Source: an optimization exercise on an open RTL-to-GDS flow (aim: small area and a short achievable clock period). Production flows keep margins and buffers that such runs may drop.
Where RTL was checked, it was by simulation tests only, not by an equivalence proof against the original.
Function not checked in run 1: the RTL went through the layout flow alone.
In every run shown here, the design's own scripts or RTL, not TritonCTS, make the clock network.
The clock input has no modelled driver; a real chip could not lean on it and would need a root buffer or a full tree.
Power is estimated from default activity; no workload was simulated.

==> flow/design.v <==
module apb_master (
  input PCLK,
  input PRESETn,
  input transfer,
  input read_write,
  input  [7:0] write_addr,
  input  [7:0] write_data,
  input  [7:0] read_addr,
  output [7:0] ins_h_n,      
  output [7:0] ins_l_n,      
  output reg [7:0] wdata,    
  output [31:0] lo_n,        
  output reg [7:0] hi,       
  input  [7:0] rdata,
  output reg [7:0] read_data_out
);
  reg st1, st2, st3;         
  reg wr1, wr2, wr3;         
  reg wm;                    
  reg wm4;                   
  reg [7:0] mid_n;           
  reg rd1, rd2;              
  reg [2:0] cnt;             
  reg [7:0] addr;
  reg vis;                   
  reg [7:0] rhold;           
  reg rpol;                  
  reg [7:0] rshadow;
  wire idle  = ~(st1 | st2 | st3);
  wire start = idle & transfer;
  wire [7:0] addr_d  = idle ? (read_write ? write_addr : read_addr) : addr;
  always @(posedge PCLK or negedge PRESETn) begin
    if (!PRESETn) begin
      st1 <= 1'b0; st2 <= 1'b0; st3 <= 1'b0;
      wr1 <= 1'b0; wr2 <= 1'b0; wr3 <= 1'b0;
      wm  <= 1'b0;
      rd1 <= 1'b0; rd2 <= 1'b0;
    end else begin
      st1 <= start;
      st2 <= st1;
      st3 <= st2;
      wr1 <= start & read_write;
      wr2 <= wr1;
      wr3 <= wr2;
      wm  <= ((start & read_write) | wr1 | wr2) & (addr_d[1:0] == ~cnt[1:0]);
      rd1 <= start & ~read_write;
      rd2 <= rd1;
    end
  end
  wire wnow = wm | wm4;
  assign ins_h_n = ~({8{wnow}} & hi);
  assign ins_l_n = mid_n;
  genvar c;
  wire [7:0]  raddr_d = idle ? read_addr : addr;
  wire [15:0] lo_dec_n;
  wire        vis_d;
  apb_rdec u_rdec (.a(raddr_d[4:0]), .cnt(cnt[1:0]), .lo_n(lo_dec_n), .vis(vis_d));
  wire [2:0] x_now  = {1'b0, addr[1:0]} + cnt + 3'd7;
  wire [2:0] x_next = {1'b0, write_addr[1:0]} + cnt;
  wire [7:0] rbyte = rhold ^ {8{rpol}};
  generate
    for (c = 0; c < 2; c = c + 1) begin : g_lo
      apb_lo_reg u_lo (.PCLK(PCLK), .d(lo_dec_n), .q_n(lo_n[16*c +: 16]));
    end
  endgenerate
  wire take1 = rd1 & vis;    
  wire take2 = rd2 & vis;    
  always @(posedge PCLK) begin
    cnt   <= cnt + 3'd1;
    wm4   <= wr3 & (addr[1:0] == ~cnt[1:0]);
    mid_n <= ~(8'h1 << addr_d[4:2]);
    addr  <= addr_d;
    if (idle)
      wdata <= write_data ^ {8{x_next[2]}};
    hi    <= 8'h1 << addr_d[7:5];
    vis   <= vis_d;
    if (take1 | take2) begin
      rhold <= rdata;
      rpol  <= x_now[2];
    end
    rshadow <= rbyte;
    read_data_out <= rd2 ? rshadow : rbyte;
  end
endmodule
module apb_lo_reg (
  input PCLK,
  input [15:0] d,
  output reg [15:0] q_n
);
  always @(posedge PCLK)
    q_n <= d;
endmodule
module apb_rdec (
  input  [4:0]  a,
  input  [1:0]  cnt,
  output [15:0] lo_n,
  output        vis
);
  wire p1 = a[1] ^ cnt[1] ^ (a[0] & cnt[0]);
  assign vis  = ~(a[0] ^ cnt[0]);
  assign lo_n = ~(16'h1 << {a[4:2], p1});
endmodule
module apb_slave (
  input PCLK,
  input [7:0]  ins_h_n,
  input [7:0]  ins_l_n,
  input [7:0]  wdata,
  input [31:0] lo_n,         
  input [7:0]  hi,
  output [7:0] rdata
);
  reg [2047:0] mem;
  genvar h, b, k, i;
  generate
    for (k = 0; k < 64; k = k + 1) begin : g_ring
      wire [7:0] d0;
      wire ins, hold;
      rd_nor2 u_ins (.a(ins_h_n[k/8]), .b(ins_l_n[k%8]), .y(ins));
      rd_or2 u_hold (.a(ins_h_n[k/8]), .b(ins_l_n[k%8]), .y(hold));
      for (b = 0; b < 8; b = b + 1) begin : g_in
        rd_aoi22 u_in (.a1(ins), .a2(wdata[b]), .b1(hold), .b2(mem[(4*k+3)*8+b]), .y(d0[b]));
      end
      always @(posedge PCLK) begin
        mem[(4*k+0)*8 +: 8] <= d0;
        mem[(4*k+1)*8 +: 8] <= mem[(4*k+0)*8 +: 8];
        mem[(4*k+2)*8 +: 8] <= mem[(4*k+1)*8 +: 8];
        mem[(4*k+3)*8 +: 8] <= mem[(4*k+2)*8 +: 8];
      end
    end
    for (b = 0; b < 8; b = b + 1) begin : g_b
      wire [7:0] z;
      for (h = 0; h < 8; h = h + 1) begin : g_grp
        wire [7:0] t;
        wire [3:0] u;
        for (i = 0; i < 8; i = i + 1) begin : g_t
          rd_oai22 u_t (.a1(mem[(4*(8*h+i)+0)*8+b]), .a2(lo_n[16*(h/4)+2*i]),
                        .b1(mem[(4*(8*h+i)+2)*8+b]), .b2(lo_n[16*(h/4)+2*i+1]), .y(t[i]));
        end
        for (i = 0; i < 4; i = i + 1) begin : g_u
          rd_nor2 u_u (.a(t[2*i]), .b(t[2*i+1]), .y(u[i]));
        end
        rd_nand4 u_z (.a(u[0]), .b(u[1]), .c(u[2]), .d(u[3]), .y(z[h]));
      end
      wire [3:0] v;
      for (i = 0; i < 4; i = i + 1) begin : g_v
        rd_aoi22 u_v (.a1(z[2*i]), .a2(hi[2*i]), .b1(z[2*i+1]), .b2(hi[2*i+1]), .y(v[i]));
      end
      rd_and4 u_r (.a(v[0]), .b(v[1]), .c(v[2]), .d(v[3]), .y(rdata[b]));
    end
  endgenerate
endmodule
module rd_or2 (input a, input b, output y);
  assign y = a | b;
endmodule
module rd_nor2 (input a, input b, output y);
  assign y = ~(a | b);
endmodule
module rd_nand4 (input a, input b, input c, input d, output y);
  assign y = ~(a & b & c & d);
endmodule
module rd_and4 (input a, input b, input c, input d, output y);
  assign y = a & b & c & d;
endmodule
module rd_oai22 (input a1, input a2, input b1, input b2, output y);
  assign y = ~((a1 | a2) & (b1 | b2));
endmodule
module rd_aoi22 (input a1, input a2, input b1, input b2, output y);
  assign y = ~((a1 & a2) | (b1 & b2));
endmodule
module apb_top (
 input PCLK,
 input PRESETn,
 input transfer,
 input read_write,
 input  [7:0] write_addr,
 input  [7:0] write_data,
 input  [7:0] read_addr,
 output [7:0] read_data_out
);
 wire [7:0]  ins_h_n;
 wire [7:0]  ins_l_n;
 wire [7:0]  wdata;
 wire [31:0] lo_n;
 wire [7:0]  hi;
 wire [7:0]  rdata;
    apb_master master (
     .PCLK(PCLK), .PRESETn(PRESETn), .transfer(transfer), .read_write(read_write),
     .write_addr(write_addr), .write_data(write_data), .read_addr(read_addr),
     .ins_h_n(ins_h_n), .ins_l_n(ins_l_n), .wdata(wdata), .lo_n(lo_n), .hi(hi),
     .rdata(rdata), .read_data_out(read_data_out)
    );
    apb_slave slave (
     .PCLK(PCLK), .ins_h_n(ins_h_n), .ins_l_n(ins_l_n), .wdata(wdata), .lo_n(lo_n), .hi(hi), .rdata(rdata)
    );
endmodule
==> flow/flow/run.sh <==
#!/bin/bash
# The standard layout (standard.sh) with hooks into its steps:
#   flow/downsize.tcl (PRE_FLOORPLAN_TCL) sets logic cells to their
#     smallest size; the floorplan's repair_timing and the later repair
#     steps size up what timing needs.
#   flow/place_out.tcl (POST_GLOBAL_PLACE_TCL) puts each output register
#     next to its port buffer.
#   flow/clock_tree.tcl (PRE_CTS_TCL) builds a two-level clock tree in place
#     of TritonCTS.
#   The port buffers are buf_2 cells (BUFFER_PORTS_ARGS).
# The make output goes to standard.log here; ORFS keeps each step's own log
# under orfs/logs/.
set -euo pipefail
export PRE_FLOORPLAN_TCL="$PWD/flow/downsize.tcl"
export PRE_CTS_TCL="$PWD/flow/clock_tree.tcl"
export POST_GLOBAL_PLACE_TCL="$PWD/flow/place_out.tcl"
export BUFFER_PORTS_ARGS="-buffer_cell sky130_fd_sc_hd__buf_2"
bash standard.sh > standard.log 2>&1
==> flow/flow/clock_tree.tcl <==
# Builds a two-level clock tree in place of TritonCTS: the clock port drives
# four root buffers, each root drives a quarter of the leaf buffers, and each
# leaf buffer drives one cluster of about CLK_LEAF_SIZE flip-flops.
# Sourced as PRE_CTS_TCL; it then turns clock_tree_synthesis into a no-op so
# the rest of the standard CTS step (legalisation, repair) runs unchanged.

set ::ctree_leaf_cell [expr {[info exists ::env(CLK_LEAF_CELL)] ? $::env(CLK_LEAF_CELL) : "sky130_fd_sc_hd__clkbuf_16"}]
set ::ctree_root_cell [expr {[info exists ::env(CLK_ROOT_CELL)] ? $::env(CLK_ROOT_CELL) : "sky130_fd_sc_hd__buf_16"}]
set ::ctree_leaf_size [expr {[info exists ::env(CLK_LEAF_SIZE)] ? $::env(CLK_LEAF_SIZE) : 30}]

# split items (lists whose element idx is a coordinate) into parts of equal
# count along that coordinate
proc ctree_split {items idx parts} {
  set sorted [lsort -integer -index $idx $items]
  set n [llength $sorted]
  set out {}
  for {set p 0} {$p < $parts} {incr p} {
    lappend out [lrange $sorted [expr {$p * $n / $parts}] [expr {($p + 1) * $n / $parts - 1}]]
  }
  return $out
}

proc ctree_build {} {
  global ctree_leaf_cell ctree_root_cell ctree_leaf_size
  set block [ord::get_db_block]
  set clk_port_net [$block findNet PCLK]
  set db [ord::get_db]
  set rmaster [$db findMaster $ctree_root_cell]
  set lmaster [$db findMaster $ctree_leaf_cell]
  set sinks {}
  foreach it [$clk_port_net getITerms] {
    set inst [$it getInst]
    set bb [$inst getBBox]
    set x [expr {([$bb xMin] + [$bb xMax]) / 2}]
    set y [expr {([$bb yMin] + [$bb yMax]) / 2}]
    lappend sinks [list [$inst getName] [[$it getMTerm] getName] $x $y]
  }
  set n [llength $sinks]
  set nleaf [expr {max(4, int(round(double($n) / $ctree_leaf_size)))}]
  # a grid of cols x rows clusters, close to square, each of equal count
  set cols [expr {max(2, int(round(sqrt($nleaf))))}]
  set rows [expr {max(2, int(round(double($nleaf) / $cols)))}]
  puts "ctree: $n sinks, $cols x $rows leaf clusters"
  set clusters {}
  foreach col [ctree_split $sinks 2 $cols] {
    foreach cl [ctree_split $col 3 $rows] {
      set sx 0; set sy 0
      foreach s $cl { incr sx [lindex $s 2]; incr sy [lindex $s 3] }
      set k [llength $cl]
      lappend clusters [list $cl [expr {$sx / $k}] [expr {$sy / $k}]]
    }
  }

  # four groups of leaves of equal count: halves by x, then halves by y
  set leaf_idx 0
  set q 0
  foreach half [ctree_split $clusters 1 2] {
    foreach group [ctree_split $half 2 2] {
      set rname "ctree_root_$q"
      set rinst [odb::dbInst_create $block $rmaster $rname]
      set rn [odb::dbNet_create $block "ctree_rnet_$q"]
      $rn setSigType CLOCK
      [$rinst findITerm [ctree_out $rmaster]] connect $rn
      [$rinst findITerm A] connect $clk_port_net
      incr q
      set gx 0; set gy 0
      foreach cluster $group {
        lassign $cluster members lx ly
        set lname "ctree_leaf_$leaf_idx"
        set linst [odb::dbInst_create $block $lmaster $lname]
        set ln [odb::dbNet_create $block "ctree_lnet_$leaf_idx"]
        incr leaf_idx
        $ln setSigType CLOCK
        [$linst findITerm [ctree_out $lmaster]] connect $ln
        [$linst findITerm A] connect $rn
        foreach s $members {
          lassign $s iname pname
          set it [[$block findInst $iname] findITerm $pname]
          $it disconnect
          $it connect $ln
        }
        ctree_place $lname $lx $ly
        incr gx $lx; incr gy $ly
      }
      set k [llength $group]
      ctree_place $rname [expr {$gx / $k}] [expr {$gy / $k}]
    }
  }
  puts "ctree: $leaf_idx leaf buffers, 4 root buffers"
}

# name of a buffer's or inverter's output pin
proc ctree_out {master} {
  foreach mt [$master getMTerms] {
    if {[$mt getIoType] eq "OUTPUT" && [$mt getSigType] eq "SIGNAL"} { return [$mt getName] }
  }
  error "ctree: no output pin on [$master getName]"
}

proc ctree_place {name x y} {
  set block [ord::get_db_block]
  set inst [$block findInst $name]
  set m [$inst getMaster]
  set x [expr {$x - [$m getWidth] / 2}]
  set y [expr {$y - [$m getHeight] / 2}]
  $inst setLocation $x $y
  $inst setPlacementStatus PLACED
}

ctree_build
set_propagated_clock [all_clocks]
rename ::clock_tree_synthesis ctree_unused_cts
proc ::clock_tree_synthesis {args} { puts "ctree: clock tree already built" }
==> flow/flow/downsize.tcl <==
# Sourced as PRE_FLOORPLAN_TCL. Synthesis maps some cells at a larger drive
# than their loads need; this sets every logic cell (not buffers, clock
# cells, taps or ties) to the smallest size of its family (the strongest of
# those when several share the smallest area), and leaves the floorplan's
# repair_timing and the later repair steps to size up what timing needs.
# The exceptions drive long wires across the memory: the read select's
# second-level AOI22s (those that drive an AND4) start at size 2, and the
# registered low predecode (master.g_lo*) at size 4.
proc ds_run {} {
  set db [ord::get_db]
  set block [ord::get_db_block]
  array set best {}
  array set best_area {}
  array set best_drive {}
  foreach lib [$db getLibs] {
    foreach m [$lib getMasters] {
      set n [$m getName]
      if {![regexp {^(sky130_fd_sc_hd__[a-z0-9]+)_([0-9]+)$} $n -> base drive]} { continue }
      set a [expr {[$m getWidth] * [$m getHeight]}]
      if {![info exists best($base)] || $a < $best_area($base)
          || ($a == $best_area($base) && $drive > $best_drive($base))} {
        set best($base) $n
        set best_area($base) $a
        set best_drive($base) $drive
      }
    }
  }
  set skip {^sky130_fd_sc_hd__(buf|bufbuf|bufinv|clkbuf|clkdlybuf4s[0-9]+|clkinv|clkinvlp|dlygate4sd[0-9]+|dlymetal6s[0-9]+s|dlyb|tapvpwrvgnd|tap|fill|decap|diode|conb)$}
  set count 0
  foreach inst [$block getInsts] {
    set n [[$inst getMaster] getName]
    if {![regexp {^(sky130_fd_sc_hd__[a-z0-9]+)_([0-9]+)$} $n -> base drive]} { continue }
    if {[regexp $skip $base]} { continue }
    if {![info exists best($base)] || $best($base) eq $n} { continue }
    replace_cell [$inst getName] $best($base)
    incr count
  }
  puts "downsize: $count cells set to their smallest size"

  set up 0
  foreach inst [$block getInsts] {
    set n [[$inst getMaster] getName]
    if {$n eq "sky130_fd_sc_hd__dfxtp_1" && [string match "master.g_lo*" [$inst getName]]} {
      replace_cell [$inst getName] sky130_fd_sc_hd__dfxtp_4
      incr up
      continue
    } elseif {$n eq "sky130_fd_sc_hd__a22oi_1"} {
      set load "sky130_fd_sc_hd__and4_"; set to "sky130_fd_sc_hd__a22oi_2"
    } else {
      continue
    }
    set out [$inst findITerm Y]
    set net [$out getNet]
    if {$net eq "NULL"} { continue }
    foreach it [$net getITerms] {
      if {[string match "${load}*" [[[$it getInst] getMaster] getName]]} {
        replace_cell [$inst getName] $to
        incr up
        break
      }
    }
  }
  puts "downsize: $up read select cells sized up"
}
ds_run
==> flow/flow/place_out.tcl <==
# Sourced as POST_GLOBAL_PLACE_TCL: puts each register that drives an output
# port's buffer next to that buffer, by the pin, so the clock-to-output path
# has no long wire (its input path from the design has the slack for it).
# Detailed placement legalises the moved cells.
proc po_driver {net} {
  foreach it [$net getITerms] {
    if {[$it isOutputSignal]} { return $it }
  }
  return ""
}

proc po_run {} {
  set block [ord::get_db_block]
  set moved 0
  foreach bt [$block getBTerms] {
    if {[$bt getIoType] ne "OUTPUT"} { continue }
    set drv [po_driver [$bt getNet]]
    if {$drv eq ""} { continue }
    set buf [$drv getInst]
    set in ""
    foreach it [$buf getITerms] {
      if {[$it isInputSignal]} { set in $it }
    }
    if {$in eq "" || [$in getNet] eq "NULL"} { continue }
    set rdrv [po_driver [$in getNet]]
    if {$rdrv eq ""} { continue }
    set reg [$rdrv getInst]
    if {![string match "*df*" [[$reg getMaster] getName]]} { continue }
    lassign [$buf getLocation] x y
    $reg setLocation $x $y
    incr moved
  }
  puts "place_out: moved $moved output registers next to their port buffers"
}
po_run
==> flow/standard.sh <==
#!/bin/bash
# synth_recipe.tcl (not shown) runs the flow's synth.tcl, then flattens the netlist and writes it again
# the make line also repeats each setting of config.mk as NAME=value (left out here)
make -C /OpenROAD-flow-scripts/flow DESIGN_CONFIG=/design/flow/config.mk WORK_HOME=/design/flow/orfs CLKGATE_MAP_FILE= SYNTH_SCRIPT=/design/flow/synth_recipe.tcl "${@:-finish}"
==> flow/config.mk <==
export PLATFORM = sky130hd
export DESIGN_NAME = apb_top
export DESIGN_NICKNAME = apb_top
export VERILOG_FILES = /design/flow/design.v
export SDC_FILE = /design/flow/constraint.sdc
export NUM_CORES = 8
export LEC_CHECK = 0
export CAP_MARGIN = 40
export CORE_MARGIN = 2
export CORE_UTILIZATION = 60
export PLACE_DENSITY = 0.7
export SETUP_SLACK_MARGIN = 4.6
export SLEW_MARGIN = 70
export SYNTH_HIERARCHICAL = 1
==> flow/constraint.sdc <==
create_clock -name core_clock -period 7.0 [get_ports {PCLK}]
set_input_delay 1.4000 -clock core_clock [delete_from_list [all_inputs] [get_ports {PCLK}]]
set_output_delay 1.4000 -clock core_clock [all_outputs]
set_load 0.01 [all_outputs]
==> notes.md, run 1 <==
status = no timing/DRC/antenna violations
nature of the critical path startpoint = register
Core Area = 88800 um2
worst-case vdd ir drop = 0.290 mV
Post-Syn Instances = 3817
wire length per cell after detailed routing = 24.8 um
global-route wire length before repair = 190000 um
floorplan die height = 304 um
critical path, cell by cell = buf_2
Via Count = 31.2k
Global Route Usage Sum = 26.7%
cell depth of the worst flop-to-flop path = 7
Initial Utilization = 60.8%
number of endpoints failing setup at the final stage = 0
average vias per placed instance = 6.04
Relative slew margins = 68.9%
share of layout cells above drive strength 1 = 11.1%
number of nets with antenna violations after detailed routing = 0
number of buffer and inverter instances along the worst setup path = 1
post-layout total power = 23.3 mW
Critical Path RT = 5.60 ns
number of warnings printed during yosys synthesis = 9
worst endpoint data arrival time = 0.95 ns
number of core rows = 109
vias in the first global route = 29.9k
hold crit path type = register to register
DRC errors left = 0
largest net degree at the start of global routing = 38
total wirelength of the detailed-routed design = 128000 um
Die ar. = 92300 um2
post-synthesis net count = 3850
die boundary width = 304 um
hold depth = 0
number of max-cap violations = 0
n_diodes = 0
Net count, final = 4032
peak fanout along the critical path = 1
power per unit of standard cell area = 393 nW/um2
initial antenna violation count = 3
clock latency on the worst-skew pair = 0.51 ns
Final Slew Violations = 0
Largest stage delay, worst path = 0.32 ns
Final Critical Period = 2.35 ns
CP top delay family = flip-flops
detailed placer's ending HPWL = 82400 um
Clock Skews = 0.0217 ns
category of the most critical setup path = register to output pin
setup repair after global routing missed its margin = false
DRC violation total after the first TritonRoute iteration = 3372
final critical-path share of the clock period = 33.6%
number of endpoints with negative hold slack in the final report = 0
Slew @ Worst Pin = 0.466 ns
Highest Clock Rate = 425 MHz
Clock Pin Slew Worst Setup and Hold Paths = 0.11 ns
fill count = 6262
number of detailed-routing iterations run before antenna repair = 6
worst-case register-to-register setup slack = 4.75 ns
crit path capture type = output pin
Levels on crit path = 1
static leakage = 22.3 nW
number of I/O port buffers = 35
total setup buffers inserted after CTS = 0
total negative slack for setup checks = 0 ns
io pins = 36
highest-delay cell along the critical path = sky130_fd_sc_hd__dfxtp_2
remaining global-route overflow = 0
[cell usage in the layout (no fill, tap or decap), drive strengths merged]
cell type  count
nand2b         2
o31ai          3
clkinv         2
mux2          13
nor2b          4
o22ai        512
a31oi          1
nand3          6
o21a           2
or2           65
nor2         332
inv           11
and3           2
edfxtp        17
or3            9
and2           2
o311a          1
clkbuf        74
a22oi        544
ha             5
nand2         33
xnor2          5
nand4         66
dfrtp          9
mux2i          8
xor2          17
o21ai          2
buf          114
and4           8
nor3           1
dfxtp       2125
xnor3          1
xor3           1
[worst paths after layout]
kind                                          to                   startpoint
worst max register to register   master.rhold[1]  master.g_lo[1].u_lo.q_n[10]
max in group asynchronous             master.rd2                      PRESETn
worst max-delay path            read_data_out[7]      master.read_data_out[7]
min in group asynchronous             master.wr2                      PRESETn
worst min register to register   slave.mem[1205]              slave.mem[1197]
worst min-delay path             slave.mem[1205]              slave.mem[1197]
[power by group]
| part | internal (mW) | leakage [nW] | switching [mW] |
|---|---|---|---|
| logic | 1.21 | 3.34 | 2.47 |
| clock network | 1.97 | 0.938 | 3.30 |
| registers | 13.6 | 18.0 | 0.821 |
| total | 16.7 | 22.3 | 6.59 |
[registers in the layout, summed over array words and instances (netlist names), 3 cells and up]
signal                cells
master.hi                 8
master.addr               8
master.rshadow            8
master.rhold              8
master.cnt                3
slave.mem              2048
master.wdata              8
master.mid_n              8
master.g_lo.u_lo.q_n     32
master.read_data_out      8
[final cells by class]
cell class,instances,area [um2],area share (%)
multi-input cells,1645,10800,18.2
inverters,12,50.0,0.0843
plain buffers,76,1910,3.22
repair inverters,1,5.00,0.00843
repair buffers,112,1730,2.92
well taps,1165,1460,2.45
flip-flops and latches,2151,43400,73.1
[per-layer routing]
metal | vias up | GRT usage (%) | part of all wire (%)
met5 | - | 0 | 0
met4 | 0 | 6.83 | 2.9
met3 | 155 | 2.22 | 6.0
met2 | 988 | 39.0 | 42
met1 | 15700 | 42.7 | 49
li1 | 14300 | - | -
[per-stage QoR]
stage	area (um2)	util [%]	hold slack (ns)	std cells	setup slack (ns)
floorplan	54000	-	0.310	3817	4.55
global placement	55800	62.8	0.309	5028	4.20
detailed placement	57300	64.6	0.312	5084	4.16
CTS	59300	66.7	0.331	5160	4.62
global route	59400	66.9	0.338	5162	4.60
finish	59400	66.9	0.328	5162	4.65
[worst register-to-register path, cell delays in order (launching register included)]
cell and delay [ns]:
sky130_fd_sc_hd__dfxtp_4 0.46, sky130_fd_sc_hd__buf_8 0.18, sky130_fd_sc_hd__buf_16 0.17, sky130_fd_sc_hd__o22ai_1 0.13, sky130_fd_sc_hd__nor2_1 0.24, sky130_fd_sc_hd__nand4_1 0.31, sky130_fd_sc_hd__a22oi_2 0.40, sky130_fd_sc_hd__and4_1 0.24
[timing repair]
item                                    CTS  global route
resized for setup                         0             2
hold buffers                              0             0
endpoints found under the setup margin    0            13
==> inputs of run 2 (changes only) <==
--- a/flow/design.v
+++ b/flow/design.v
@@ -17,2 +17,3 @@
   reg st1, st2, st3;         
+  reg idle;                  
   reg wr1, wr2, wr3;         
@@ -28,3 +29,2 @@
   reg [7:0] rshadow;
-  wire idle  = ~(st1 | st2 | st3);
   wire start = idle & transfer;
@@ -34,2 +34,3 @@
       st1 <= 1'b0; st2 <= 1'b0; st3 <= 1'b0;
+      idle <= 1'b1;
       wr1 <= 1'b0; wr2 <= 1'b0; wr3 <= 1'b0;
@@ -41,2 +42,3 @@
       st3 <= st2;
+      idle <= ~(start | st1 | st2);
       wr1 <= start & read_write;
@@ -44,3 +46,4 @@
       wr3 <= wr2;
-      wm  <= ((start & read_write) | wr1 | wr2) & (addr_d[1:0] == ~cnt[1:0]);
+      wm  <= (start & read_write & (write_addr[1:0] == ~cnt[1:0]))
+           | ((wr1 | wr2) & (addr[1:0] == ~cnt[1:0]));
       rd1 <= start & ~read_write;
@@ -70,3 +73,3 @@
     wm4   <= wr3 & (addr[1:0] == ~cnt[1:0]);
-    mid_n <= ~(8'h1 << addr_d[4:2]);
+    mid_n <= idle ? ~(8'h1 << write_addr[4:2]) : ~(8'h1 << addr[4:2]);
     addr  <= addr_d;
@@ -74,3 +77,4 @@
       wdata <= write_data ^ {8{x_next[2]}};
-    hi    <= 8'h1 << addr_d[7:5];
+    hi    <= idle ? (read_write ? 8'h1 << write_addr[7:5] : 8'h1 << read_addr[7:5])
+                  : 8'h1 << addr[7:5];
     vis   <= vis_d;
==> notes.md, run 2 <==
status = no timing/DRC/antenna violations
floorplan die height = 304 um (about the same)
static leakage = 22.2 nW (-0.23%)
total met3 wirelength after detailed routing = 8060 um (+4.5%)
Post-Syn Instances = 3806 (-0.29%)
global-route wire length before repair = 188000 um (-1.0%)
highest metal layer with signal wires = met4
largest net degree at the start of global routing = 39 (+2.6%)
setup repair after global routing missed its margin = false
commonest non-fill, non-tap cell in the layout = sky130_fd_sc_hd__dfxtp_1
total setup buffers inserted after CTS = 0 (unchanged)
total wirelength of the detailed-routed design = 127000 um (-0.71%)
highest-delay cell along the critical path = sky130_fd_sc_hd__dfxtp_1
CP top delay family = flip-flops
worst-case vdd ir drop = 0.262 mV (-9.8%)
Via Count = 30.9k (-0.71%)
number of buffer and inverter instances along the worst setup path = 1 (unchanged)
Final Slew Violations = 0 (unchanged)
crit path capture type = output pin
number of warnings printed during yosys synthesis = 9 (unchanged)
number of endpoints with negative hold slack in the final report = 0 (unchanged)
remaining global-route overflow = 0 (unchanged)
initial antenna violation count = 6 (+3)
detailed placer's ending HPWL = 82400 um (about the same)
number of core rows = 110 (+0.92%)
category of the most critical setup path = register to output pin
post-layout total power = 21.6 mW (-7.2%)
nature of the critical path startpoint = register
Critical Path RT = 5.60 ns (about the same)
average vias per placed instance = 6.00 (-0.67%)
critical path, cell by cell = buf_2
Worst Hold Slack = 0.328 ns (-0.000148 ns)
number of max-cap violations = 0 (unchanged)
Relative slew margins = 69.3% (+0.35 points)
die boundary width = 304 um (about the same)
worst endpoint data arrival time = 0.94 ns (about the same)
Clock Pin Slew Worst Setup and Hold Paths = 0.11 ns (about the same)
share of layout cells above drive strength 1 = 11.0% (-0.034 points)
Clock Skews = 0.0217 ns (+0.0000708 ns)
power per unit of standard cell area = 364 nW/um2 (-7.4%)
Largest stage delay, worst path = 0.33 ns (about the same)
wire length per cell after detailed routing = 24.6 um (-0.67%)
io pins = 36 (unchanged)
Highest Clock Rate = 428 MHz (+0.60%)
Post-Route M1 WL = 61300 um (-1.8%)
Net count, final = 4018 (-0.35%)
number of endpoints failing setup at the final stage = 0 (unchanged)
total negative slack for setup checks = 0 ns (unchanged)
Core Area = 89600 um2 (+0.92%)
peak fanout along the critical path = 1 (unchanged)
final critical-path share of the clock period = 33.4% (-0.20 points)
vias in the first global route = 30.1k (+0.57%)
met2 wire len = 54000 um (about the same)
Final Critical Period = 2.34 ns (-0.0141 ns)
number of detailed-routing iterations run before antenna repair = 6 (unchanged)
Die ar. = 92500 um2 (+0.16%)
Regs by FF count = slave.mem x2048, master.g_lo.u_lo.q_n x32
DRC errors left = 0 (unchanged)
Initial Utilization = 60.3% (-0.45 points)
most flop-heavy register = slave.mem
number of I/O port buffers = 35 (unchanged)
clock latency on the worst-skew pair = 0.50 ns (about the same)
post-synthesis net count = 3840 (-0.26%)
number of flip-flops under the largest register name = 2048 (unchanged)
number of nets with antenna violations after detailed routing = 0 (unchanged)
hold crit path type = register to register
post_cts resized = 0 (unchanged)
Post-CTS Hold Buffers = 0 (unchanged)
DRC violation total after the first TritonRoute iteration = 2932 (-13%)
Global Route Usage Sum = 26.5% (-0.16 points)
commonest non-fill, non-tap cells in the layout = sky130_fd_sc_hd__dfxtp_1 (2072), sky130_fd_sc_hd__a22oi_1 (514), sky130_fd_sc_hd__o22ai_1 (512)
core utilization of the finished layout = 66.4% (-0.50 points)
Slew @ Worst Pin = 0.459 ns (-0.00696 ns)
## run 2: power breakdown
part | leakage, nW | switching, mW | internal, mW | total [mW]
Combinational | 3.28 | 1.81 | 0.909 | 2.72
Clock | 0.938 | 3.27 | 1.97 | 5.24
Sequential | 18.0 | 0.585 | 13.1 | 13.7
Total | 22.2 | 5.67 | 16.0 | 21.6
## run 2: final timing paths
path,start,to,slack (ns),cells after the start
setup / recovery,master.read_data_out[6],read_data_out[6],4.66,1
hold / removal,slave.mem[1097],slave.mem[1105],0.33,0
setup reg to reg,master.g_lo[1].u_lo.q_n[1],master.rhold[5],4.76,7
hold reg to reg,slave.mem[1097],slave.mem[1105],0.33,0
max in group asynchronous,PRESETn,master.idle,6.01,1
min in group asynchronous,PRESETn,master.st1,0.74,1
## run 2: routing by layer
metal  up-vias  global-route usage, %
met5         -                      0
met4         0                   6.48
met3       180                   2.89
met2      1032                   39.2
met1     15400                   41.7
li1      14300                      -
## run 2: stage by stage
step / instances / setup WS [ns] / area [um2]
floorplan: 3806 / 4.54 / 54100
global placement: 5029 / 4.24 / 55900
detailed placement: 5077 / 4.24 / 57400
CTS: 5153 / 4.64 / 59300
global route: 5159 / 4.60 / 59500
finish: 5160 / 4.66 / 59500
## run 2: final cells by class
class / instances / area (um2)
Antenna cell: 2 / 5.00
Buffer: 76 / 1910
Fill cell: 6406 / 30100
Inverter: 7 / 26.3
Multi-Input combinational cell: 1639 / 10800
Sequential cell: 2151 / 43500
Tap cell: 1176 / 1470
Timing Repair Buffer: 109 / 1750
==> inputs of run 3 (changes only) <==
--- a/flow/design.v
+++ b/flow/design.v
@@ -124,3 +124,3 @@
       for (b = 0; b < 8; b = b + 1) begin : g_in
-        rd_aoi22 u_in (.a1(ins), .a2(wdata[b]), .b1(hold), .b2(mem[(4*k+3)*8+b]), .y(d0[b]));
+        rd_oai22 u_in (.a1(mem[(4*k+3)*8+b]), .a2(ins), .b1(wdata[b]), .b2(hold), .y(d0[b]));
       end
==> notes.md, run 3 <==
status = no timing/DRC/antenna violations
nature of the critical path startpoint = register
worst-case vdd ir drop = 0.263 mV (+0.52%)
number of buffer and inverter instances along the worst setup path = 1 (unchanged)
Via Count = 30.8k (-0.60%)
beginning of the critical path = master.read_data_out[5]
Seq/Total Area, Yosys = 81.3%
Core Area = 88200 um2 (-1.5%)
number of warnings printed during yosys synthesis = 9 (unchanged)
number of enable-type register cells in the synthesized netlist = 25
average size of a mapped cell = 14.0 um2
Top FF cell, synth = sky130_fd_sc_hd__dfxtp_1
Post-Route M1 WL = 60600 um (-1.2%)
post-synth top area share = 79.5%
cell depth of the worst flop-to-flop path = 6 (-1)
clock latency on the worst-skew pair = 0.50 ns (about the same)
worst setup slack after placement = 4.19 ns (-0.0502 ns)
wire length per cell after detailed routing = 24.3 um (-1.4%)
fraction of power spent switching nets = 26.1% (-0.061 points)
Net count, final = 4013 (-0.12%)
relative contribution of the clock network to total power = 24.2% (about the same)
total negative slack for setup checks = 0 ns (unchanged)
Global Route Usage Sum = 26.5% (+0.035 points)
Clock Skews = 0.0173 ns (-0.00445 ns)
number of max-cap violations = 0 (unchanged)
die boundary width = 302 um (-0.59%)
category of the most critical setup path = register to output pin
Final Slew Violations = 0 (unchanged)
Regs by FF count = slave.mem x2048, master.g_lo.u_lo.q_n x32
Power Internal = 16.0 mW (about the same)
Reg power frac = 63.1% (about the same)
Highest Clock Rate = 425 MHz (-0.72%)
Initial Utilization = 60.5% (+0.20 points)
highest-delay cell along the critical path = sky130_fd_sc_hd__dfxtp_1
number of endpoints with negative hold slack in the final report = 0 (unchanged)
Post-Syn Instances = 3806 (unchanged)
initial antenna violation count = 4 (-2)
Levels on crit path = 1 (unchanged)
total wirelength of the detailed-routed design = 125000 um (-1.6%)
Reg2Reg Launch Point = master.g_lo[1].u_lo.q_n[3]
fill count = 6271 (-2.1%)
cell area after placement = 56700 um2 (-1.3%)
io pins = 36 (unchanged)
critical path, cell by cell = buf_2
commonest cells in the synthesized netlist = sky130_fd_sc_hd__dfxtp_1 (2117), sky130_fd_sc_hd__o22ai_1 (1024), sky130_fd_sc_hd__nor2_1 (325), sky130_fd_sc_hd__nand4_1 (66), sky130_fd_sc_hd__or2_1 (64)
crit path capture type = output pin
met2 wire len = 52900 um (-2.1%)
switching pwr = 5.65 mW (-0.23%)
remaining global-route overflow = 0 (unchanged)
number of endpoints failing setup at the final stage = 0 (unchanged)
largest net degree at the start of global routing = 39 (unchanged)
Final Instance Count excl. Fillers = 5145 (-0.29%)
highest metal layer with signal wires = met4
post-synth cell types = 47
Final Critical Period = 2.36 ns (+0.0169 ns)
Layout Cell Area excl Fill = 58700 um2 (-1.4%)
vias in the first global route = 29.4k (-2.1%)
post_cts resized = 0 (unchanged)
reg2reg end = master.rhold[3]
number of flip-flops under the largest register name = 2048 (unchanged)
number of I/O port buffers = 35 (unchanged)
static leakage = 22.2 nW (-0.11%)
total met3 wirelength after detailed routing = 7690 um (-4.7%)
Async S/R FF share, synth = 0.418%
worst-case register-to-register setup slack = 4.77 ns (about the same)
most used standard cell by instance count after synthesis = sky130_fd_sc_hd__dfxtp_1
CP Capture Point = read_data_out[5]
detailed placer's ending HPWL = 79400 um (-3.6%)
Post-CTS Hold Buffers = 0 (unchanged)
Clock Pin Slew Worst Setup and Hold Paths = 0.11 ns (about the same)
Die ar. = 91400 um2 (-1.2%)
share of layout cells above drive strength 1 = 10.9% (-0.11 points)
Relative slew margins = 68.7% (-0.64 points)
number of nets with antenna violations after detailed routing = 0 (unchanged)
number of detailed-routing iterations run before antenna repair = 5 (-1)
number of synthesized register bits = 2151
average vias per placed instance = 5.98 (-0.31%)
Largest stage delay, worst path = 0.34 ns (about the same)
Worst Slack Setup Final = 4.64 ns (-0.0169 ns)
DRC violation total after the first TritonRoute iteration = 2830 (-3.5%)
combinational fraction of design power = 12.7% (about the same)
power per unit of standard cell area = 369 nW/um2 (+1.4%)
commonest non-fill, non-tap cell in the layout = sky130_fd_sc_hd__dfxtp_1
Critical Path RT = 5.60 ns (about the same)
commonest non-fill, non-tap cells in the layout = sky130_fd_sc_hd__dfxtp_1 (2073), sky130_fd_sc_hd__o22ai_1 (1023), sky130_fd_sc_hd__nor2_1 (261)
peak fanout along the critical path = 1 (unchanged)
DRC errors left = 0 (unchanged)
main area contributors after synthesis = sky130_fd_sc_hd__dfxtp_1 (79%), sky130_fd_sc_hd__o22ai_1 (12%), sky130_fd_sc_hd__nor2_1 (2.3%)
CP top delay family = flip-flops
summed standard-cell area reported by yosys = 53300 um2
placed insts = 5064 (-0.26%)
number of core rows = 109 (-0.91%)
Yosys top cell by area = sky130_fd_sc_hd__dfxtp_1
worst endpoint data arrival time = 0.96 ns (+0.02 ns)
floorplan die height = 302 um (-0.59%)
total setup buffers inserted after CTS = 0 (unchanged)
hold crit path type = register to register
Post-Synthesis Cell Area = 53400 um2
most flop-heavy register = slave.mem
post-synthesis net count = 3840 (unchanged)
setup repair after global routing missed its margin = false
post-synthesis to final-layout area growth = 9.83%
Slew @ Worst Pin = 0.470 ns (+0.0112 ns)
global-route wire length before repair = 185000 um (-2.0%)
final critical-path share of the clock period = 33.6% (+0.24 points)
==> run 3: layout make-up <==
type,count,area [um2],area share (%)
multi-input combinational,1639,10100,17.3
buffer,76,1910,3.26
inverter,7,26.3,0.0448
sequential,2151,43500,74.2
antenna,3,7.51,0.0128
tap,1165,1460,2.48
timing repair buffer,104,1620,2.75
==> run 3: power by group through the flow <==
stage	Clock [mW]	Combinational, mW	Sequential (mW)
after floorplan	0	1.05	13.9
after global placement	0	2.06	14.2
after detailed placement	0	2.62	13.9
after CTS	5.28	2.63	13.7
after global routing	5.70	2.83	13.7
final	5.24	2.74	13.7
==> run 3: worst min-delay path by stage <==
stage | startpoint | end | cells after the start
after floorplan | slave.mem[1000] | slave.mem[1008] | 0
after global placement | slave.mem[1518] | slave.mem[1526] | 0
after detailed placement | slave.mem[12] | slave.mem[20] | 0
after CTS | slave.mem[361] | slave.mem[369] | 0
after global routing | slave.mem[1162] | slave.mem[1170] | 0
final | slave.mem[1999] | slave.mem[2007] | 0
==> run 3: metal layers <==
metal / global-route usage [%] / up-vias
met2: 38.8 / 988
li1: - / 14300
met5: 0 / -
met1: 42.2 / 15300
met4: 7.11 / 0
met3: 2.59 / 160
==> run 3: per-stage QoR <==
stage	hold slack [ns]	total power, mW	utilization [%]
after detailed placement	0.312	16.6	64.2
after CTS	0.332	21.6	66.4
after global routing	0.334	22.3	66.5
after global placement	0.310	16.2	62.6
after floorplan	0.310	14.9	-
final	0.330	21.6	66.5
==> run 3: kinds of logic (layout without fill, tap and decap cells) <==
family,Yosys count,in the layout,share of synthesized area [%]
flip-flops,2151,2151,81.3
adder cells (fa/ha/maj),6,6,0.141
XOR/XNOR,22,22,0.434
AND/OR/NAND/NOR,517,517,4.48
other,0,3,0
buffers and inverters,16,187,0.138
AO/OA/AOI/OAI,1070,1070,12.9
multiplexers,24,24,0.535
==> run 3: modules after synthesis, one instance, submodules excluded, a selection <==
module,copies in the design,cells,area [um2]
rd_aoi22,32,1,12.5
rd_nor2,320,1,3.75
apb_lo_reg,2,16,320
rd_oai22,1024,1,6.26
apb_slave,1,2048,41000
rd_nand4,64,1,6.26
rd_and4,8,1,8.76
rd_or2,64,1,6.26
apb_master,1,184,2600
apb_rdec,1,30,201
==> inputs of run 4 (changes only) <==
--- a/flow/flow/downsize.tcl
+++ b/flow/flow/downsize.tcl
@@ -5,5 +5,4 @@
 # repair_timing and the later repair steps to size up what timing needs.
-# The exceptions drive long wires across the memory: the read select's
-# second-level AOI22s (those that drive an AND4) start at size 2, and the
-# registered low predecode (master.g_lo*) at size 4.
+# The exception drives long wires across the memory: the read select's
+# second-level AOI22s (those that drive an AND4) start at size 2.
 proc ds_run {} {
@@ -42,7 +41,3 @@
     set n [[$inst getMaster] getName]
-    if {$n eq "sky130_fd_sc_hd__dfxtp_1" && [string match "master.g_lo*" [$inst getName]]} {
-      replace_cell [$inst getName] sky130_fd_sc_hd__dfxtp_4
-      incr up
-      continue
-    } elseif {$n eq "sky130_fd_sc_hd__a22oi_1"} {
+    if {$n eq "sky130_fd_sc_hd__a22oi_1"} {
       set load "sky130_fd_sc_hd__and4_"; set to "sky130_fd_sc_hd__a22oi_2"
==> notes.md, run 4 <==
Net count, final = 4012 (-0.025%)
Post-Synthesis Cell Area = 53300 um2 (-0.22%)
clock latency on the worst-skew pair = 0.50 ns (about the same)
Levels on crit path = 1 (unchanged)
initial antenna violation count = 7 (+3)
Clock Pin Slew Worst Setup and Hold Paths = 0.10 ns (about the same)
adder and majority cell fraction of the synthesized area = 0.141% (unchanged)
sequential cell area in the final layout = 43500 um2 (about the same)
vias in the first global route = 29.7k (+0.77%)
Die ar. = 91200 um2 (-0.22%)
static leakage = 22.1 nW (-0.39%)
number of warnings printed during yosys synthesis = 9 (unchanged)
Reg power frac = 63.2% (about the same)
status = no timing/DRC/antenna violations
most used standard cell by instance count after synthesis = sky130_fd_sc_hd__dfxtp_1
floorplan die height = 302 um (-0.11%)
nature of the critical path startpoint = register
cell area after placement = 56400 um2 (-0.45%)
share of layout cells above drive strength 1 = 10.8% (-0.12 points)
total wirelength of the detailed-routed design = 123000 um (-1.1%)
category of the most critical setup path = register to output pin
combinational fraction of design power = 12.5% (-0.2 points)
Async S/R FF share, synth = 0.418% (unchanged)
Core Area = 88200 um2 (unchanged)
commonest non-fill, non-tap cells in the layout = sky130_fd_sc_hd__dfxtp_1 (2076), sky130_fd_sc_hd__o22ai_1 (1024), sky130_fd_sc_hd__nor2_1 (261)
most flop-heavy register = slave.mem
remaining global-route overflow = 0 (unchanged)
reg2reg end = master.rhold[6]
commonest cells in the synthesized netlist = sky130_fd_sc_hd__dfxtp_1 (2117), sky130_fd_sc_hd__o22ai_1 (1024), sky130_fd_sc_hd__nor2_1 (325), sky130_fd_sc_hd__nand4_1 (66), sky130_fd_sc_hd__or2_1 (64)
multi-input logic area = 10200 um2 (+0.38%)
CP top delay family = flip-flops
number of max-cap violations = 0 (unchanged)
simple-gate area share of the yosys netlist = 4.48% (unchanged)
setup repair after global routing missed its margin = false
worst-case register-to-register setup slack = 4.81 ns (+0.04 ns)
critical path, cell by cell = buf_2
relative contribution of the clock network to total power = 24.3% (about the same)
CP Capture Point = read_data_out[6]
io pins = 36 (unchanged)
total setup buffers inserted after CTS = 0 (unchanged)
largest net degree at the start of global routing = 39 (unchanged)
post-synth cell types = 47 (unchanged)
DRC violation total after the first TritonRoute iteration = 2747 (-2.9%)
Relative slew margins = 69.0% (+0.33 points)
number of buffer and inverter instances along the worst setup path = 1 (unchanged)
number of core rows = 109 (unchanged)
number of nets with antenna violations after detailed routing = 0 (unchanged)
final critical-path share of the clock period = 33.4% (-0.23 points)
Yosys top cell by area = sky130_fd_sc_hd__dfxtp_1
Final Slew Violations = 0 (unchanged)
post-synthesis net count = 3840 (unchanged)
fill count = 6348 (+1.2%)
xor/xnor share of the synthesized area = 0.434% (unchanged)
Worst Hold Slack = 0.331 ns (+0.000593 ns)
number of I/O port buffers = 35 (unchanged)
number of endpoints with negative hold slack in the final report = 0 (unchanged)
Critical Path RT = 5.60 ns (about the same)
average size of a mapped cell = 14.0 um2 (-0.22%)
startpoint of the tightest hold check path = slave.mem[13]
switching pwr = 5.61 mW (-0.78%)
post-synth top area share = 79.5% (unchanged)
number of detailed-routing iterations run before antenna repair = 5 (unchanged)
peak fanout along the critical path = 1 (unchanged)
die boundary width = 302 um (-0.11%)
beginning of the critical path = master.read_data_out[6]
Post-Syn Instances = 3806 (unchanged)
total negative slack for setup checks = 0 ns (unchanged)
detailed placer's ending HPWL = 78300 um (-1.4%)
core utilization of the finished layout = 66.3% (-0.17 points)
Slew @ Worst Pin = 0.465 ns (-0.00548 ns)
cell depth of the worst flop-to-flop path = 6 (unchanged)
hold crit path type = register to register
Initial Utilization = 60.4% (-0.14 points)
Reg2Reg Launch Point = master.g_lo[1].u_lo.q_n[0]
Highest Clock Rate = 428 MHz (+0.70%)
Post-CTS Hold Buffers = 0 (unchanged)
Largest stage delay, worst path = 0.33 ns (about the same)
DRC errors left = 0 (unchanged)
crit path capture type = output pin
Via Count = 30.7k (-0.32%)
fraction of power spent switching nets = 26.0% (-0.11 points)
worst endpoint data arrival time = 0.94 ns (-0.02 ns)
Worst Slack Setup Final = 4.66 ns (+0.0164 ns)
post-synthesis to final-layout area growth = 9.81% (about the same)
highest-delay cell along the critical path = sky130_fd_sc_hd__dfxtp_1
Top FF cell, synth = sky130_fd_sc_hd__dfxtp_1
wire length per cell after detailed routing = 24.0 um (-1.1%)
Power Internal = 16.0 mW (-0.23%)
worst setup slack after placement = 4.25 ns (+0.0531 ns)
number of flip-flops under the largest register name = 2048 (unchanged)
fraction of the mapped netlist area in compound gates = 12.9% (unchanged)
worst-case vdd ir drop = 0.278 mV (+5.6%)
main combinational cell family by area after synthesis = compound AO/OA/AOI/OAI gates
Final Critical Period = 2.34 ns (-0.0164 ns)
Clock Skews = 0.0177 ns (+0.000405 ns)
Layout Cell Area excl Fill = 58500 um2 (-0.25%)
number of endpoints failing setup at the final stage = 0 (unchanged)
global-route wire length before repair = 183000 um (-0.70%)
commonest non-fill, non-tap cell in the layout = sky130_fd_sc_hd__dfxtp_1
Seq/Total Area, Yosys = 81.3% (unchanged)
Global Route Usage Sum = 26.3% (-0.22 points)
average vias per placed instance = 5.96 (-0.32%)
number of synthesized register bits = 2151 (unchanged)
Regs by FF count = slave.mem x2048, master.g_lo.u_lo.q_n x32
proportion of synthesized area in mux cells = 0.535% (unchanged)
power per unit of standard cell area = 369 nW/um2 (-0.12%)
main area contributors after synthesis = sky130_fd_sc_hd__dfxtp_1 (79%), sky130_fd_sc_hd__o22ai_1 (12%), sky130_fd_sc_hd__nor2_1 (2.3%)
number of enable-type register cells in the synthesized netlist = 25 (unchanged)
post_cts resized = 0 (unchanged)
## run 4: cell type report
type / instances / area share, %
timing repair buffer: 103 / 2.48
antenna: 4 / 0.0171
multi-input combinational: 1639 / 17.4
sequential: 2151 / 74.3
buffer: 76 / 3.27
tap: 1165 / 2.49
inverter: 7 / 0.0449
## run 4: through the flow
step | std cells | total power, mW
after floorplan | 3806 | 14.9
after global placement | 5027 | 16.2
after detailed placement | 5060 | 16.5
after CTS | 5136 | 21.5
after global routing | 5141 | 22.2
final | 5145 | 21.6
## run 4: worst min path at each step
stage	to	slack [ns]	cells after the start
floorplan	slave.mem[1008]	0.31	0
global placement	slave.mem[1650]	0.31	0
detailed placement	slave.mem[1105]	0.31	0
CTS	slave.mem[182]	0.33	0
global route	slave.mem[337]	0.33	0
finish	slave.mem[21]	0.33	0
## run 4: Yosys stat by module, one instance, submodules excluded, a selection
module / times used / cells inside / flip-flops and latches / cell area (um2)
apb_slave: 1 / 2048 / 2048 / 41000
apb_master: 1 / 184 / 71 / 2600
apb_lo_reg: 2 / 16 / 16 / 320
rd_aoi22: 32 / 1 / 0 / 12.5
rd_and4: 8 / 1 / 0 / 8.76
rd_oai22: 1024 / 1 / 0 / 6.26
rd_nand4: 64 / 1 / 0 / 6.26
rd_or2: 64 / 1 / 0 / 6.26
## run 4: power groups by stage
stage | Combinational (mW) | Clock, mW | Sequential (mW)
4_1_cts | 2.55 | 5.28 | 13.6
3_3_place_gp | 2.17 | 0 | 14.0
6_report | 2.70 | 5.24 | 13.6
2_1_floorplan | 1.05 | 0 | 13.9
5_1_grt | 2.79 | 5.70 | 13.7
3_5_place_dp | 2.55 | 0 | 13.9
## run 4: metal layers
layer | wire length, um | up-vias | track usage [%]
met1 | 60400 | 15300 | 41.3
met3 | 7470 | 152 | 3.49
met4 | 2990 | 0 | 5.80
met2 | 52500 | 911 | 39.0
li1 | - | 14300 | -
met5 | 0 | - | 0
## run 4: logic make-up after synthesis
| kind of cell | after synthesis |
|---|---|
| flops | 2151 |
| buf+inv | 16 |
| mux | 24 |
| xor+xnor | 22 |
| compound gates | 1070 |
| simple gates | 517 |
| fa+ha+maj | 6 |
==> inputs of run 5 (changes only) <==
--- a/flow/flow/clock_tree.tcl
+++ b/flow/flow/clock_tree.tcl
@@ -2,3 +2,6 @@
 # four root buffers, each root drives a quarter of the leaf buffers, and each
-# leaf buffer drives one cluster of about CLK_LEAF_SIZE flip-flops.
+# leaf buffer drives one cluster of about CLK_LEAF_SIZE flip-flops. A leaf
+# buffer sits CLK_LEAF_PULL of the way from its cluster's centre towards its
+# root: that moves wire from the four root nets to the many leaf nets, which
+# share the load, and lowers the clock's latency.
 # Sourced as PRE_CTS_TCL; it then turns clock_tree_synthesis into a no-op so
@@ -9,2 +12,3 @@
 set ::ctree_leaf_size [expr {[info exists ::env(CLK_LEAF_SIZE)] ? $::env(CLK_LEAF_SIZE) : 30}]
+set ::ctree_leaf_pull [expr {[info exists ::env(CLK_LEAF_PULL)] ? $::env(CLK_LEAF_PULL) : 0.8}]
 
@@ -23,3 +27,3 @@
 proc ctree_build {} {
-  global ctree_leaf_cell ctree_root_cell ctree_leaf_size
+  global ctree_leaf_cell ctree_root_cell ctree_leaf_size ctree_leaf_pull
   set block [ord::get_db_block]
@@ -67,2 +71,9 @@
       foreach cluster $group {
+        incr gx [lindex $cluster 1]; incr gy [lindex $cluster 2]
+      }
+      set k [llength $group]
+      set rx [expr {$gx / $k}]
+      set ry [expr {$gy / $k}]
+      ctree_place $rname $rx $ry
+      foreach cluster $group {
         lassign $cluster members lx ly
@@ -81,7 +92,5 @@
         }
-        ctree_place $lname $lx $ly
-        incr gx $lx; incr gy $ly
+        ctree_place $lname [expr {int($lx + $ctree_leaf_pull * ($rx - $lx))}] \
+          [expr {int($ly + $ctree_leaf_pull * ($ry - $ly))}]
       }
-      set k [llength $group]
-      ctree_place $rname [expr {$gx / $k}] [expr {$gy / $k}]
     }
==> notes.md, run 5 <==
number of max-cap violations = 0 (unchanged)
DRC errors left = 0 (unchanged)
io pins = 36 (unchanged)
hold crit path type = register to register
highest-delay cell along the critical path = sky130_fd_sc_hd__dfxtp_1
Async S/R FF share, synth = 0.418% (unchanged)
number of buffer and inverter instances along the worst setup path = 1 (unchanged)
peak fanout along the critical path = 1 (unchanged)
total setup buffers inserted after CTS = 0 (unchanged)
Slew @ Worst Pin = 0.451 ns (-0.0133 ns)
number of detailed-routing iterations run before antenna repair = 5 (unchanged)
Via Count = 30.8k (+0.61%)
DRC violation total after the first TritonRoute iteration = 2996 (+9.1%)
main area contributors after synthesis = sky130_fd_sc_hd__dfxtp_1 (79%), sky130_fd_sc_hd__o22ai_1 (12%), sky130_fd_sc_hd__nor2_1 (2.3%)
Clock Pin Slew Worst Setup and Hold Paths = 0.11 ns (about the same)
Critical Path RT = 5.60 ns (about the same)
remaining global-route overflow = 0 (unchanged)
number of endpoints failing setup at the final stage = 0 (unchanged)
post-synth cell types = 47 (unchanged)
Clock Skews = 0.0254 ns (+0.00776 ns)
number of nets with antenna violations after detailed routing = 0 (unchanged)
share of layout cells above drive strength 1 = 10.7% (-0.045 points)
commonest non-fill, non-tap cells in the layout = sky130_fd_sc_hd__dfxtp_1 (2076), sky130_fd_sc_hd__o22ai_1 (1024), sky130_fd_sc_hd__nor2_1 (261)
Highest Clock Rate = 436 MHz (+2.0%)
die boundary width = 302 um (unchanged)
setup repair after global routing missed its margin = false
commonest cells in the synthesized netlist = sky130_fd_sc_hd__dfxtp_1 (2117), sky130_fd_sc_hd__o22ai_1 (1024), sky130_fd_sc_hd__nor2_1 (325), sky130_fd_sc_hd__nand4_1 (66), sky130_fd_sc_hd__or2_1 (64)
Initial Utilization = 60.4% (unchanged)
status = no timing/DRC/antenna violations
post-layout total power = 21.7 mW (+0.45%)
Largest stage delay, worst path = 0.33 ns (about the same)
total negative slack for setup checks = 0 ns (unchanged)
Worst Hold Slack = 0.328 ns (-0.00311 ns)
Top FF cell, synth = sky130_fd_sc_hd__dfxtp_1
post-synth top area share = 79.5% (unchanged)
post-synthesis to final-layout area growth = 9.70% (about the same)
Regs by FF count = slave.mem x2048, master.g_lo.u_lo.q_n x32
average vias per placed instance = 6.00 (+0.65%)
final critical-path share of the clock period = 32.8% (-0.66 points)
initial antenna violation count = 6 (-1)
number of flip-flops under the largest register name = 2048 (unchanged)
Final Critical Period = 2.29 ns (-0.0459 ns)
average size of a mapped cell = 14.0 um2 (unchanged)
number of endpoints with negative hold slack in the final report = 0 (unchanged)
power per unit of standard cell area = 371 nW/um2 (+0.55%)
number of core rows = 109 (unchanged)
nature of the critical path startpoint = register
Relative slew margins = 69.9% (+0.92 points)
most used standard cell by instance count after synthesis = sky130_fd_sc_hd__dfxtp_1
vias in the first global route = 30.1k (+1.3%)
worst-case vdd ir drop = 0.318 mV (+15%)
wire length per cell after detailed routing = 24.6 um (+2.4%)
Final Slew Violations = 0 (unchanged)
category of the most critical setup path = register to output pin
Post-CTS Hold Buffers = 0 (unchanged)
most flop-heavy register = slave.mem
Post-Synthesis Cell Area = 53300 um2 (unchanged)
static leakage = 22.1 nW (-0.18%)
clock latency on the worst-skew pair = 0.44 ns (-0.06 ns)
Global Route Usage Sum = 26.8% (+0.52 points)
worst endpoint data arrival time = 0.89 ns (-0.05 ns)
commonest non-fill, non-tap cell in the layout = sky130_fd_sc_hd__dfxtp_1
global-route wire length before repair = 187000 um (+2.0%)
critical path, cell by cell = buf_2
number of enable-type register cells in the synthesized netlist = 25 (unchanged)
total wirelength of the detailed-routed design = 126000 um (+2.4%)
Die ar. = 91200 um2 (unchanged)
CP top delay family = flip-flops
Core Area = 88200 um2 (unchanged)
Seq/Total Area, Yosys = 81.3% (unchanged)
largest net degree at the start of global routing = 39 (unchanged)
post-synthesis net count = 3840 (unchanged)
hold depth = 0 (unchanged)
cell depth of the worst flop-to-flop path = 6 (unchanged)
number of I/O port buffers = 35 (unchanged)
Yosys top cell by area = sky130_fd_sc_hd__dfxtp_1
Net count, final = 4010 (-0.050%)
number of synthesized register bits = 2151 (unchanged)
number of warnings printed during yosys synthesis = 9 (unchanged)
crit path capture type = output pin
detailed placer's ending HPWL = 78300 um (unchanged)
Post-Syn Instances = 3806 (unchanged)
floorplan die height = 302 um (unchanged)
post_cts resized = 0 (unchanged)
Levels on crit path = 1 (unchanged)
-- run 5: cell counts after synthesis --
No cell type changed its count.
-- run 5: metrics by stage --
step	setup WS, ns	cells	area, um2	utilization [%]
finish	4.71	5143	58500	66.3
global route	4.67	5141	58500	66.2
floorplan	4.53	3806	53300	-
global placement	4.26	5027	55200	62.6
detailed placement	4.25	5060	56400	63.9
CTS	4.70	5136	58300	66.1
-- run 5: path summary, 6_finish.rpt --
| kind | from | endpoint | slack (ns) |
|---|---|---|---|
| min in group asynchronous | PRESETn | master.wr2 | 0.80 |
| max in group asynchronous | PRESETn | master.idle | 5.94 |
| setup reg to reg | master.g_lo[1].u_lo.q_n[3] | master.rhold[6] | 4.80 |
| hold reg to reg | slave.mem[813] | slave.mem[821] | 0.33 |
| setup / recovery | master.read_data_out[6] | read_data_out[6] | 4.71 |
| hold / removal | slave.mem[813] | slave.mem[821] | 0.33 |
-- run 5: layer usage --
metal / part of all wire [%] / GRT usage [%] / up-vias / routed length (um)
met2: 43 / 40.7 / 1019 / 54800
met3: 6.7 / 3.19 / 103 / 8460
met5: 0 / 0 / - / 0
met4: 2.1 / 5.29 / 0 / 2660
met1: 48 / 41.9 / 15500 / 60400
li1: - / - / 14300 / -
-- run 5: logic make-up after synthesis --
| kind of cell | Yosys count | synth area share (%) |
|---|---|---|
| flops | 2151 | 81.3 |
| compound gates | 1070 | 12.9 |
| simple gates | 517 | 4.48 |
| mux | 24 | 0.535 |
| xor+xnor | 22 | 0.434 |
| buf+inv | 16 | 0.138 |
| fa+ha+maj | 6 | 0.141 |
-- run 5: final cells by class --
| type | count | area, um2 |
|---|---|---|
| Sequential cell | 2151 | 43500 |
| Multi-Input combinational cell | 1639 | 10200 |
| Timing Repair Buffer | 101 | 1390 |
| Antenna cell | 4 | 10.0 |
| Buffer | 76 | 1910 |
| Inverter | 7 | 26.3 |
| Fill cell | 6281 | 29800 |
| Tap cell | 1165 | 1460 |
-- run 5: per-module statistics from Yosys, one instance, submodules excluded, a selection --
module / flops+latches / cell area (um2)
apb_slave: 2048 / 41000
apb_lo_reg: 16 / 320
apb_rdec: 0 / 201
rd_aoi22: 0 / 12.5
rd_and4: 0 / 8.76
rd_or2: 0 / 6.26
rd_nand4: 0 / 6.26
rd_nor2: 0 / 3.75
-- run 5: power breakdown --
| part | switching, mW | internal [mW] |
|---|---|---|
| logic | 1.81 | 0.885 |
| clock network | 3.34 | 1.99 |
| registers | 0.546 | 13.1 |
| total | 5.69 | 16.0 |
-- run 5: worst reg2reg max path, delay by kind of cell (launching register included) --
kind,cells,cell delay [ns]
flip-flops,1,0.36
AND/OR/NAND/NOR,3,0.80
AO/OA/AOI/OAI,2,0.59
buffers and inverters,1,0.32
==> inputs of run 6 (changes only) <==
--- a/flow/flow/clock_tree.tcl
+++ b/flow/flow/clock_tree.tcl
@@ -12,3 +12,3 @@
 set ::ctree_leaf_size [expr {[info exists ::env(CLK_LEAF_SIZE)] ? $::env(CLK_LEAF_SIZE) : 30}]
-set ::ctree_leaf_pull [expr {[info exists ::env(CLK_LEAF_PULL)] ? $::env(CLK_LEAF_PULL) : 0.8}]
+set ::ctree_leaf_pull [expr {[info exists ::env(CLK_LEAF_PULL)] ? $::env(CLK_LEAF_PULL) : 0.6}]
 
==> notes.md, run 6 <==
share of layout cells above drive strength 1 = 10.8% (+0.022 points)
switching pwr = 5.65 mW (-0.72%)
post-synthesis net count = 3840 (unchanged)
Slew @ Worst Pin = 0.453 ns (+0.00136 ns)
Worst Hold Slack = 0.326 ns (-0.00194 ns)
Top FF cell, synth = sky130_fd_sc_hd__dfxtp_1
proportion of synthesized area in mux cells = 0.535% (unchanged)
total negative slack for setup checks = 0 ns (unchanged)
Reg2Reg Launch Point = master.g_lo[1].u_lo.q_n[3]
Post-Synthesis Cell Area = 53300 um2 (unchanged)
commonest cells in the synthesized netlist = sky130_fd_sc_hd__dfxtp_1 (2117), sky130_fd_sc_hd__o22ai_1 (1024), sky130_fd_sc_hd__nor2_1 (325), sky130_fd_sc_hd__nand4_1 (66), sky130_fd_sc_hd__or2_1 (64)
Async S/R FF share, synth = 0.418% (unchanged)
combinational fraction of design power = 12.5% (about the same)
Die ar. = 91200 um2 (unchanged)
wire length per cell after detailed routing = 24.3 um (-1.3%)
most flop-heavy register = slave.mem
commonest non-fill, non-tap cells in the layout = sky130_fd_sc_hd__dfxtp_1 (2076), sky130_fd_sc_hd__o22ai_1 (1024), sky130_fd_sc_hd__nor2_1 (261)
post_cts resized = 0 (unchanged)
number of warnings printed during yosys synthesis = 9 (unchanged)
Relative slew margins = 69.8% (-0.090 points)
most used standard cell by instance count after synthesis = sky130_fd_sc_hd__dfxtp_1
hold depth = 0 (unchanged)
Clock Skews = 0.0210 ns (-0.00442 ns)
CP top delay family = flip-flops
worst-case register-to-register setup slack = 4.80 ns (about the same)
adder and majority cell fraction of the synthesized area = 0.141% (unchanged)
hold crit path type = register to register
reg2reg end = master.rhold[6]
final critical-path share of the clock period = 32.8% (about the same)
Seq/Total Area, Yosys = 81.3% (unchanged)
clock latency on the worst-skew pair = 0.45 ns (about the same)
number of buffer and inverter instances along the worst setup path = 1 (unchanged)
simple-gate area share of the yosys netlist = 4.48% (unchanged)
nature of the critical path startpoint = register
Final Critical Period = 2.29 ns (-0.000150 ns)
number of endpoints failing setup at the final stage = 0 (unchanged)
Power Internal = 16.0 mW (unchanged)
io pins = 36 (unchanged)
static leakage = 22.1 nW (about the same)
total wirelength of the detailed-routed design = 125000 um (-1.3%)
average size of a mapped cell = 14.0 um2 (unchanged)
worst-case vdd ir drop = 0.287 mV (-9.9%)
critical path, cell by cell = buf_2
number of synthesized register bits = 2151 (unchanged)
DRC errors left = 0 (unchanged)
number of I/O port buffers = 35 (unchanged)
number of nets with antenna violations after detailed routing = 0 (unchanged)
post-synthesis to final-layout area growth = 9.77% (about the same)
Critical Path RT = 5.60 ns (about the same)
largest net degree at the start of global routing = 39 (unchanged)
category of the most critical setup path = register to output pin
Global Route Usage Sum = 26.5% (-0.31 points)
number of flip-flops under the largest register name = 2048 (unchanged)
vias in the first global route = 30.0k (-0.16%)
remaining global-route overflow = 0 (unchanged)
post-synth cell types = 47 (unchanged)
total setup buffers inserted after CTS = 0 (unchanged)
detailed placer's ending HPWL = 78300 um (unchanged)
crit path capture type = output pin
floorplan die height = 302 um (unchanged)
fraction of power spent switching nets = 26.1% (-0.14 points)
Via Count = 30.7k (-0.50%)
Highest Clock Rate = 436 MHz (about the same)
Worst Hold End = slave.mem[337]
number of enable-type register cells in the synthesized netlist = 25 (unchanged)
number of max-cap violations = 0 (unchanged)
Reg power frac = 63.0% (about the same)
fraction of the mapped netlist area in compound gates = 12.9% (unchanged)
Net count, final = 4011 (+0.025%)
worst endpoint data arrival time = 0.89 ns (about the same)
Regs by FF count = slave.mem x2048, master.g_lo.u_lo.q_n x32
commonest non-fill, non-tap cell in the layout = sky130_fd_sc_hd__dfxtp_1
peak fanout along the critical path = 1 (unchanged)
main combinational cell family by area after synthesis = compound AO/OA/AOI/OAI gates
setup repair after global routing missed its margin = false
power per unit of standard cell area = 370 nW/um2 (-0.25%)
cell depth of the worst flop-to-flop path = 6 (unchanged)
Core Area = 88200 um2 (unchanged)
global-route wire length before repair = 185000 um (-0.88%)
Initial Utilization = 60.4% (unchanged)
Largest stage delay, worst path = 0.33 ns (about the same)
Final Slew Violations = 0 (unchanged)
Post-Syn Instances = 3806 (unchanged)
initial antenna violation count = 4 (-2)
startpoint of the tightest hold check path = slave.mem[329]
number of core rows = 109 (unchanged)
die boundary width = 302 um (unchanged)
relative contribution of the clock network to total power = 24.5% (about the same)
main area contributors after synthesis = sky130_fd_sc_hd__dfxtp_1 (79%), sky130_fd_sc_hd__o22ai_1 (12%), sky130_fd_sc_hd__nor2_1 (2.3%)
xor/xnor share of the synthesized area = 0.434% (unchanged)
Yosys top cell by area = sky130_fd_sc_hd__dfxtp_1
number of detailed-routing iterations run before antenna repair = 5 (unchanged)
DRC violation total after the first TritonRoute iteration = 2903 (-3.1%)
Clock Pin Slew Worst Setup and Hold Paths = 0.11 ns (about the same)
status = no timing/DRC/antenna violations
average vias per placed instance = 5.97 (-0.50%)
post-synth top area share = 79.5% (unchanged)
number of endpoints with negative hold slack in the final report = 0 (unchanged)
Post-CTS Hold Buffers = 0 (unchanged)
highest-delay cell along the critical path = sky130_fd_sc_hd__dfxtp_1
[run 6: cell count changes in the layout (fill, tap and decap cells not counted), sizes merged]
cell,before,now
diode,4,3
buf,102,103
[run 6: worst max path at each step]
stage | startpoint | endpoint | slack (ns) | depth (start not counted)
finish | master.read_data_out[6] | read_data_out[6] | 4.71 | 1
global placement | read_addr[0] | master.g_lo[0].u_lo.q_n[2] | 4.26 | 6
global route | master.read_data_out[2] | read_data_out[2] | 4.66 | 1
CTS | master.read_data_out[6] | read_data_out[6] | 4.69 | 1
detailed placement | read_addr[0] | master.g_lo[0].u_lo.q_n[2] | 4.25 | 6
floorplan | read_addr[0] | master.g_lo[0].u_lo.q_n[4] | 4.53 | 5
[run 6: area by class of cell]
class | instances | area [um2]
buffer | 76 | 1910
multi-input combinational | 1639 | 10200
fill | 6311 | 29700
antenna | 3 | 7.51
tap | 1165 | 1460
timing repair buffer | 102 | 1430
sequential | 2151 | 43500
inverter | 7 | 26.3
[run 6: cells by family after synthesis]
logic type	count (synthesis)
compound gates	1070
xor+xnor	22
fa+ha+maj	6
buf+inv	16
flops	2151
mux	24
simple gates	517
[run 6: power groups by stage]
stage	clock network [mW]	logic, mW	registers [mW]
6_report	5.29	2.70	13.6
5_1_grt	5.70	2.80	13.7
4_1_cts	5.28	2.56	13.6
3_5_place_dp	0	2.55	13.9
3_3_place_gp	0	2.17	14.0
2_1_floorplan	0	1.05	13.9
[run 6: stage by stage]
step | total power, mW | setup slack [ns] | util [%] | area [um2] | cells
after floorplan | 14.9 | 4.53 | - | 53300 | 3806
after global placement | 16.2 | 4.26 | 62.6 | 55200 | 5027
after detailed placement | 16.5 | 4.25 | 63.9 | 56400 | 5060
after CTS | 21.5 | 4.69 | 66.1 | 58300 | 5136
after global routing | 22.2 | 4.66 | 66.3 | 58500 | 5141
final | 21.6 | 4.71 | 66.3 | 58500 | 5143
[run 6: metal layers]
metal	track usage (%)	part of all wire (%)
met1	41.7	49
met2	40.2	43
met3	2.79	5.8
met4	4.90	1.8
met5	0	0
[run 6: modules after synthesis (local to each module, per instance), excerpt]
module	cells	cell area (um2)	flip-flops and latches
apb_slave	2048	41000	2048
rd_and4	1	8.76	0
apb_rdec	30	201	0
apb_lo_reg	16	320	16
rd_nand4	1	6.26	0
apb_master	184	2600	71
rd_or2	1	6.26	0
rd_nor2	1	3.75	0
rd_oai22	1	6.26	0
rd_aoi22	1	12.5	0

[afterwards: timing with drivers on the ports]
The flow's constraints put no driver on any port. The routed layouts listed below were extracted and timed again, unchanged, in two steps.
Step 1 assumes that a clkbuf_16 drives the clock port and a buf_2 every other input.
Step 2 moves the port delays by t, midway between the first and last clock arrival at a register: inputs arrive t later, outputs are due t later. That takes back most of the time a late clock gives input paths.
Three values: ideal, step 1, step 2; two values: the first two.
| run | t, ns | setup slack, ns | slew at the worst register clock pin (ns) | worst data-port slew with drivers (ns) | cell pins on the clock port's net |
|---|---|---|---|---|---|
| run 1 | 0.658 | 4.647 / 4.486 / 4.133 | 0.11 / 0.11 | 0.04 | 4 |
| run 2 | 0.658 | 4.661 / 4.495 / 4.182 | 0.11 / 0.11 | 0.12 | 4 |
| run 3 | 0.643 | 4.645 / 4.490 / 4.224 | 0.11 / 0.11 | 0.14 | 4 |
| run 4 | 0.650 | 4.661 / 4.501 / 4.181 | 0.11 / 0.11 | 0.16 | 4 |
| run 5 | 0.592 | 4.707 / 4.544 / 4.188 | 0.12 / 0.12 | 0.14 | 4 |
| run 6 | 0.599 | 4.707 / 4.549 / 4.197 | 0.12 / 0.12 | 0.14 | 4 |
After both steps setup and hold are still met in every run listed. The setup slack of run 5, which loses most, moves by -0.163 ns with the drivers and by -0.519 ns with both steps.
